Source: an optimization exercise on an open RTL-to-GDS flow (aim: small area, a short achievable clock period and few clock cycles per item). Production flows keep margins and buffers that such runs may drop.
No functional check of the RTL was part of any run shown here.
Power figures rest on the tool's default switching activity, not on a simulated workload.

==> flow/design.v (outline; a module is shown in full before it is edited, if it fits) <==
// module tag: 2429 lines
// module mxi: 3 lines
// module fa3: 4 lines
// module rsdp_tag: 29 lines
module rsdp_tag (
   input          clk,
   input          rst,
   input          start,
   input          csel,
   input          ssel,
   input  [237:0] b,
   input  [237:0] a,
   input  [135:0] y,
   input  [135:0] x,
   input  [6:0]   e,
   output         ready,
   output         done,
   output [6:0]   u
);
  // ...
==> flow/flow/run.sh <==
#!/bin/bash
# Standard ORFS layout (the standard.sh, unchanged synthesis), except:
# - the port buffers that global placement inserts are buf_1 cells instead of
#   the default delay buffers (every input and output port still gets one);
# - clock tree synthesis uses clkbuf_8 leaf buffers, clusters of up to 16
#   sinks and no dummy loads, which makes a smaller clock tree.
set -euo pipefail
export BUFFER_PORTS_ARGS="-buffer_cell sky130_fd_sc_hd__buf_1"
export CTS_ARGS="-sink_clustering_enable -repair_clock_nets -dont_use_dummy_load -buf_list {sky130_fd_sc_hd__clkbuf_8} -sink_clustering_size 16 -sink_clustering_max_diameter 100"
bash standard.sh > orfs_make.log 2>&1
==> flow/standard.sh <==
#!/bin/bash
# synth_recipe.tcl (not shown) runs the flow's synth.tcl, then flattens the netlist and writes it again
# the make line also repeats each setting of config.mk as NAME=value (left out here)
make -C /OpenROAD-flow-scripts/flow DESIGN_CONFIG=/design/flow/config.mk WORK_HOME=/design/flow/orfs CLKGATE_MAP_FILE= SYNTH_SCRIPT=/design/flow/synth_recipe.tcl "${@:-finish}"
==> flow/config.mk <==
export PLATFORM = sky130hd
export DESIGN_NAME = rsdp_tag
export DESIGN_NICKNAME = rsdp_tag
export VERILOG_FILES = /design/flow/design.v
export SDC_FILE = /design/flow/constraint.sdc
export NUM_CORES = 4
export LEC_CHECK = 0
export CAP_MARGIN = 20
export CORE_MARGIN = 2
export CORE_UTILIZATION = 35
export SETUP_SLACK_MARGIN = 5
export SLEW_MARGIN = 20
export SYNTH_HIERARCHICAL = 1
export SYNTH_MINIMUM_KEEP_SIZE = 0
==> flow/constraint.sdc <==
create_clock -name core_clock -period 8.0 [get_ports {clk}]
set_input_delay 1.6000 -clock core_clock [delete_from_list [all_inputs] [get_ports {clk}]]
set_output_delay 1.6000 -clock core_clock [all_outputs]
set_load 0.01 [all_outputs]
==> run_results.csv, run 1 <==
group,metric,value,unit
run_status,status,"timing/DRC/antenna clean",
logic_synthesis,synth_xor_area_frac,0.104,
global_routing,grt.overflow.total,0,
worst_setup_path,worstSetupStartpointType,"input pin",
worst_setup_path,critical_path.cell_chain,"clkbuf_16 > clkinvlp_4 > buf_12 > clkbuf_16 > o22ai_1 > xnor2_1 > o22ai_1 > o22ai_1 > o22ai_1",
global_routing,gr-usage-met2,0.462,
clock_tree,clock_sinks,290,
logic_synthesis,ys_types,30,
worst_setup_path,slowest_stage,"o22ai_1",
timing,finalClockSkew,40.8,ps
final_layout,seq_area,5850,um^2
worst_setup_path,cp_common_cell,"o22ai_1",
worst_setup_path,cpPeakStageDelay,310,ps
timing,hold_ws,454,ps
worst_setup_path,startpoint,"csel",
global_routing,antenna_found_initial,5,
global_routing,grt_pass1_vias,20800,
logic_synthesis,async_flop_share,0,
worst_setup_path,reg2reg_to,"core.q2_2_4",
logic_synthesis,ys_warn_count,8,
timing,final-setup-viol-count,0,
worst_setup_path,cp.arrival,3570,ps
worst_setup_path,cp_top_family,"compound AO/OA/AOI/OAI gates",
drt,viasPerCell,5.95,
min_path,hold_class,"reg -> reg",
final_layout,nClkBuffers,22,
timing,worst_slew_pin_slew,740,ps
final_layout,top_register,"core.ur",
clock_tree,clk-insertion-delay-late,590,ps
pwr,p_clk,0.714,mW
global_routing,met1_usage,0.346,
drt,firstDrtPassIters,5,
final_layout,final_cell_mix,"o22ai_1 (922), buf_1 (765), dfxtp_1 (254)",
final_layout,multi_input_area_share,0.587,
worst_setup_path,worst-path-buf-inv,4,
worst_setup_path,endpoint,"core.q1_6_9",
==> run 2: changes to the inputs <==
--- a/flow/config.mk
+++ b/flow/config.mk
@@ -8,7 +8,7 @@
 export CAP_MARGIN = 20
 export CORE_MARGIN = 2
 export CORE_UTILIZATION = 35
-export SETUP_SLACK_MARGIN = 5
+export SETUP_SLACK_MARGIN = 4.7
 export SLEW_MARGIN = 20
 export SYNTH_HIERARCHICAL = 1
 export SYNTH_MINIMUM_KEEP_SIZE = 0
==> run 2 against run 1 <==
  * Still clean on timing, DRC and antenna
  * Critical path depth decreased by 1
  * First-iteration DRC count decreased by 17%
  * Die area unchanged
  * Setup slack got worse by 280 ps
  * Non-clock buffer count decreased by 34
  * Routed wire length decreased by 8.6%
  * Sequential power about the same
  * Via count decreased by 3.3%
  * Register-to-register slack got worse by 150 ps
  * Clock-buffer cell count unchanged
  * Combinational power decreased by 18%
  * Maximum frequency decreased by 8.3%
  * Critical endpoint is now core.q1_1_3
==> run_results.csv, run 2 <==
group,metric,value,unit
final_layout,final_layout_size_suffix_gt1_frac,0.0501,
pwr,power_density,498,nW/um^2
final_layout,fillCellCount,5643,
logic_synthesis,synth_nets,3077,
logic_synthesis,synth-main-ff-cell,"dfxtp_1",
clock_tree,h-tree-depth,1,
place,port_buffers,767,
worst_setup_path,crit_fanout,88,
pwr,power.leakage,8.04,nW
timing,layout_setup_ws,4620,ps
floorplanning,coreArea,57800,um^2
clock_tree,clk_pin_slew,100,ps
timing,rsz0062_at_grt,"true",
logic_synthesis,synth_adder_area_share,0.234,
drt,firstDrtPassIters,6,
global_routing,antenna_found_initial,7,
final_layout,seq_area,5810,um^2
global_routing,grt_max_degree,112,
floorplanning,die-height,246,um
clock_tree,clk_path_buf_depth,3,
logic_synthesis,synthTopCellsByCount,"o22ai_1 (1088), dfxtp_1 (290), xnor2_1 (243)",
timing,post-route-period-util,0.422,
clock_tree,clk-insertion-delay-late,600,ps
clock_tree,clock_sinks,290,
final_layout,syn2layout_area_growth,22.6,%
timing,hold_viol_final,0,
logic_synthesis,synth.area.mux_share,0,
clock_tree,cts_buffers,22,
logic_synthesis,synth_xor_area_frac,0.104,
final_layout,final_common_cell,"o22ai_1",
worst_setup_path,crit_path_end_kind,"flip-flop",
min_path,hold_class,"reg -> reg",
logic_synthesis,ys_seq_elements,290,
floorplanning,die_width,246,um
pwr,power,12.5,mW
final_layout,largest_reg_flops,7,
logic_synthesis,synth_top_family_by_area,"compound AO/OA/AOI/OAI gates",
global_routing,grt_pass1_vias,20200,
final_layout,nNetsFinal,3840,
worst_setup_path,worstSetupStartpointType,"input pin",
timing,max_freq,296,MHz
logic_synthesis,synth.most_common_cell,"o22ai_1",
timing,slew_headroom,0.346,
place,place_ws,3430,ps
logic_synthesis,synth_simple_gate_area_frac,0.00745,
timing,fin_tns_setup,0,ps
pwr,peakVddDrop,0.566,mV
drt,avgRoutedWirePerCell,22.6,um
timing,drv_slew,0,
logic_synthesis,yosysTopAreaCellShare,0.332,
floorplanning,rows,88,
logic_synthesis,ys_warn_count,8,
logic_synthesis,synth_top_area_cell,"o22ai_1",
final_layout,multiInputGateArea,14600,um^2
worst_setup_path,required,8480,ps
drt,wirelength,81300,um
logic_synthesis,async_flop_share,0,
global_routing,grt.overflow.total,0,
flow_run,cap_violations,0,
logic_synthesis,ys_types,30,
timing,final-setup-viol-count,0,
worst_setup_path,path_class,"in -> reg",
timing,worst_slew_pin_slew,981,ps
global_routing,grt_first_pass_wirelength,117000,um
worst_setup_path,cp.arrival,3860,ps
place,place_area,24200,um^2
drt,ant_nets,0,
drt,drt_iter0_drc,1330,
final_layout,largestRegisters,"core.ur (7), vld (3)",
logic_synthesis,synth_compound_area_frac,0.342,
place,placed_cells,3575,
logic_synthesis,ys_seq_area_frac,0.283,
global_routing,track_usage,0.253,
timing,period_needed,3380,ps
final_layout,finalNonFillerCells,3604,
floorplanning,die-area,60500,um^2
clock_tree,cts-root-buf,"clkbuf_8",
logic_synthesis,synth_area_per_cell,9.89,um^2
place,gp_congestion,0.949,
floorplanning,start_util,0.355,
final_layout,top_register,"core.ur",
final_layout,final_cell_mix,"o22ai_1 (1037), buf_1 (765), dfxtp_1 (289)",
logic_synthesis,yosys-top-cells-area,"o22ai_1 (33%), dfxtp_1 (28%), fa_1 (23%)",
place,place_hpwl,67900,um
final_layout,fin_area,25100,um^2
drt,vias,20900,
timing,finalClockSkew,75.4,ps
logic_synthesis,syn_inst,2073,
drt,remaining_drc_errors,0,
drt,viasPerCell,5.81,
floorplanning,io_pins,769,
clock_tree,cts_tree,"yes",
run_status,status,"timing/DRC/antenna clean",
logic_synthesis,synth_area,20500,um^2
logic_synthesis,synth_edf_count,0,
## run 2: modules after synthesis, one instance, submodules excluded
module / cell area, um^2 / flops+latches
tag: 8980 / 287
rsdp_tag: 90.1 / 3
mxi: 6.26 / 0
fa3: 20.0 / 0
## run 2: cell type report
| class | instances | share of cell area |
|---|---|---|
| clock buffer | 22 | 0.0120 |
| inverter | 109 | 0.0171 |
| multi-input combinational | 1635 | 0.579 |
| antenna | 5 | 0.000498 |
| tap | 765 | 0.0381 |
| timing repair buffer | 778 | 0.122 |
| sequential | 290 | 0.231 |
## run 2: repair_timing
| action | in CTS | in global routing |
|---|---|---|
| gates cloned | 1 | 0 |
| buffers inserted | 1 | 0 |
| pin swaps | 4 | 5 |
| setup endpoints to repair | 252 | 182 |
| resized for setup | 61 | 65 |
| hold buffers | 0 | 0 |
## run 2: worst paths after layout
path	slack (ps)	end	depth (start not counted)	startpoint
worst max-delay path	4620	core.q1_1_3	8	ssel
worst min-delay path	460	vld[1]	1	vld[0]
worst max register to register	4780	core.q2_1_4	6	core.q1_4_12
worst min register to register	460	vld[1]	1	vld[0]
## run 2: worst max-delay path, stage by stage
cell and delay (ps):
clkbuf_4 300, inv_16 170, buf_6 320, o22ai_2 460, xnor2_1 200, o22ai_1 310, o22ai_1 170, o22ai_1 190
## run 2: cells by family after synthesis
family | Yosys count
XOR/XNOR | 243
other | 1
flip-flops | 290
adder cells (fa/ha/maj) | 244
buffers and inverters | 148
AO/OA/AOI/OAI | 1118
AND/OR/NAND/NOR | 29
## run 2: stage by stage
step | hold WS (ps) | util
after floorplan | 414 | -
after global placement | 428 | 0.419
after global routing | 468 | 0.435
after CTS | 460 | 0.429
final | 461 | 0.435
after detailed placement | 437 | 0.419
## run 2: report_power, final
group | switching, mW | total, mW | internal, mW
sequential | 0.232 | 2.27 | 2.04
clock | 0.457 | 0.704 | 0.247
combinational | 5.33 | 9.55 | 4.22
total | 6.02 | 12.5 | 6.50
## run 2: per-layer routing
metal | part of all wire | track usage | vias up
met4 | 0.020 | 0.0476 | 0
met3 | 0.046 | 0.0227 | 80
met2 | 0.50 | 0.451 | 757
met5 | 0 | 0 | -
met1 | 0.43 | 0.334 | 10200
li1 | - | - | 9919
==> run 3: changes to the inputs <==
--- a/flow/config.mk
+++ b/flow/config.mk
@@ -8,6 +8,7 @@
 export CAP_MARGIN = 20
 export CORE_MARGIN = 2
 export CORE_UTILIZATION = 35
+export GPL_ROUTABILITY_DRIVEN = 0
 export SETUP_SLACK_MARGIN = 4.7
 export SLEW_MARGIN = 20
 export SYNTH_HIERARCHICAL = 1
==> run 3 against run 2 <==
  * Setup slack worse by 15 ps
  * Maximum frequency is 0.43% lower
  * Global-route usage is 0.057 points higher
  * Largest cell class unchanged
  * First-iteration DRC count is 8.9% higher
  * Sequential share of layout area hardly changed
  * Largest power group unchanged
  * Die area stayed put
==> run_results.csv, run 3 <==
group,metric,value,unit
floorplanning,io_pins,769,
drt,met3_length,4760,um
final_layout,syn2layout_area_growth,22.8,%
min_path,hold_class,"reg -> reg",
floorplanning,start_util,0.355,
clock_tree,clk_pin_slew,100,ps
drt,remaining_drc_errors,0,
global_routing,grt_first_pass_wirelength,117000,um
worst_setup_path,path_class,"in -> reg",
floorplanning,die-area,60500,um^2
final_layout,finalNonFillerCells,3607,
pwr,power.leakage,8.03,nW
worst_setup_path,cp_common_cell,"o22ai_1",
logic_synthesis,synth-main-ff-cell,"dfxtp_1",
drt,drt_iter0_drc,1448,
worst_setup_path,crit_fanout,80,
logic_synthesis,yosys-top-cells-area,"o22ai_1 (33%), dfxtp_1 (28%), fa_1 (23%)",
final_layout,final_layout_size_suffix_gt1_frac,0.0480,
logic_synthesis,synth_area_per_cell,9.89,um^2
drt,firstDrtPassIters,5,
timing,hold_viol_final,0,
worst_setup_path,crit_path_end_kind,"flip-flop",
timing,final-setup-viol-count,0,
logic_synthesis,synthTopCellsByCount,"o22ai_1 (1088), dfxtp_1 (290), xnor2_1 (243)",
drt,avgRoutedWirePerCell,23.0,um
drt,met2WireLength,41400,um
logic_synthesis,ys_seq_area_frac,0.283,
logic_synthesis,synth_compound_area_frac,0.342,
final_layout,top_register,"core.ur",
timing,period_needed,3390,ps
logic_synthesis,async_flop_share,0,
worst_setup_path,cp_top_family,"compound AO/OA/AOI/OAI gates",
clock_tree,clock_sinks,290,
logic_synthesis,synth_top_family_by_area,"compound AO/OA/AOI/OAI gates",
drt,m1WireLength,34500,um
timing,max_freq,295,MHz
clock_tree,h-tree-depth,1,
worst_setup_path,cp.arrival,3920,ps
place,place_hpwl,68000,um
clock_tree,clk-insertion-delay-late,630,ps
worst_setup_path,cpPeakStageDelay,740,ps
final_layout,nNetsFinal,3840,
timing,fin_tns_setup,0,ps
clock_tree,cts_buffers,22,
worst_setup_path,worstSetupStartpointType,"input pin",
timing,drv_slew,0,
worst_setup_path,critical_path.cell_chain,"clkbuf_8 > inv_16 > o22ai_1 > inv_1 > o22ai_1 > o22ai_1 > o22ai_1",
logic_synthesis,ys_seq_elements,290,
logic_synthesis,syn_inst,2073,
drt,highest_layer,"met4",
global_routing,grt.overflow.total,0,
run_status,status,"timing/DRC/antenna clean",
final_layout,final_cell_mix,"o22ai_1 (1047), buf_1 (765), dfxtp_1 (288)",
pwr,power_density,509,nW/um^2
floorplanning,rows,88,
floorplanning,die-height,246,um
logic_synthesis,synth_xor_area_frac,0.104,
pwr,power,12.8,mW
logic_synthesis,ys_warn_count,8,
logic_synthesis,synth.most_common_cell,"o22ai_1",
final_layout,largestRegisters,"core.ur (7), vld (3)",
floorplanning,coreArea,57800,um^2
worst_setup_path,slowest_stage,"o22ai_1",
global_routing,grt_pass1_vias,20500,
timing,post-route-period-util,0.424,
logic_synthesis,synth.area.mux_share,0,
clock_tree,cts-root-buf,"clkbuf_8",
drt,ant_nets,0,
drt,wirelength,83000,um
timing,worst_slew_pin_slew,893,ps
global_routing,grt_max_degree,176,
logic_synthesis,synth_simple_gate_area_frac,0.00745,
timing,hold_ws,459,ps
flow_run,cap_violations,0,
place,place_ws,3270,ps
place,placed_cells,3571,
timing,rsz0062_at_grt,"true",
logic_synthesis,synth_edf_count,0,
logic_synthesis,ys_types,30,
logic_synthesis,yosysTopAreaCellShare,0.332,
timing,finalClockSkew,109,ps
worst_setup_path,required,8530,ps
clock_tree,cts_tree,"yes",
drt,vias,21200,
logic_synthesis,synth_area,20500,um^2
place,port_buffers,767,
final_layout,final_common_cell,"o22ai_1",
logic_synthesis,synth_adder_area_share,0.234,
floorplanning,die_width,246,um
timing,layout_setup_ws,4610,ps
drt,viasPerCell,5.87,
global_routing,antenna_found_initial,11,
final_layout,largest_reg_flops,7,
worst_setup_path,worst-path-buf-inv,3,
global_routing,track_usage,0.253,
pwr,peakVddDrop,0.546,mV
clock_tree,clk_path_buf_depth,3,
clock_tree,cts_hold_buf,0,
logic_synthesis,synth_top_area_cell,"o22ai_1",
timing,slew_headroom,0.405,
logic_synthesis,synth_nets,3077,
[run 3: report_power, final]
| group | switching [mW] | total (mW) | internal (mW) |
|---|---|---|---|
| Combinational | 5.48 | 9.85 | 4.37 |
| Clock | 0.459 | 0.706 | 0.247 |
| Sequential | 0.232 | 2.27 | 2.04 |
| Total | 6.17 | 12.8 | 6.65 |
[run 3: what timing repair did]
| item | CTS | global route |
|---|---|---|
| gates cloned | 1 | 3 |
| buffers inserted | 2 | 0 |
| endpoints found under the setup margin | 249 | 209 |
| gates resized for setup | 73 | 48 |
| pin swaps | 7 | 8 |
[run 3: through the flow]
stage / instance area [um^2] / utilization
CTS: 24900 / 0.430
finish: 25200 / 0.436
floorplan: 20500 / -
global route: 25200 / 0.436
detailed placement: 24200 / 0.419
global placement: 24200 / 0.419
[run 3: Yosys stat by module, one instance, submodules excluded]
module    cell area (um^2)  cells  copies in the design  flops+latches
rsdp_tag              90.1      8                     1              3
tag                   8980    746                     1            287
fa3                   20.0      1                   231              0
mxi                   6.26      1                  1088              0
[run 3: cells by family (layout without fill, tap and decap cells)]
kind of cell,count (synthesis),count (layout)
buf+inv,148,909
simple gates,29,29
xor+xnor,243,243
other cells,1,9
fa+ha+maj,244,244
compound gates,1118,1118
flops,290,290
[run 3: layout make-up]
cell class | count | area (um^2)
fill | 5621 | 32600
multi-input combinational | 1635 | 14500
sequential | 290 | 5810
timing repair buffer | 778 | 3140
tap | 765 | 957
inverter | 109 | 429
clock buffer | 22 | 303
antenna | 8 | 20.0
[run 3: final timing paths]
path                     start           end  slack, ps  depth (start not counted)
setup / recovery          ssel  core.q1_4_21       4610                          7
hold reg to reg         vld[1]        vld[2]        460                          1
setup reg to reg  core.q1_2_23   core.q2_0_4       4770                          6
hold / removal          vld[1]        vld[2]        460                          1
[run 3: routing by layer]
| metal | up-vias | GRT usage |
|---|---|---|
| li1 | 9928 | - |
| met4 | 0 | 0.0683 |
| met1 | 10300 | 0.323 |
| met2 | 882 | 0.451 |
| met3 | 104 | 0.0292 |
| met5 | - | 0 |

[re-timing with driven ports]
No port has a modelled driver above. Below, the same layouts with a new extraction and two added sets of constraints.
Step 1: set_driving_cell puts a clkbuf_16 on clk and a buf_2 on each other input, an assumption about the parent block.
Step 2, shift: input delay + t, output delay - t, t = (earliest + latest rising clock arrival at the registers) / 2. This alone moves slack from input paths to output paths.
Slacks: ideal / step 1 / step 2; pairs: ideal / step 1.
run	t, ns	setup WS [ns]	worst slew at a driven data input, ns
run 1	0.623	4.903 / 4.780 / 4.157	0.26
run 2	0.619	4.621 / 4.650 / 4.031	0.15
run 3	0.629	4.606 / 4.628 / 3.999	0.14
After both steps setup and hold are still met in every run listed. For run 1, which loses most, drivers alone change the setup slack by -0.123 ns; drivers and shift together by -0.746 ns.
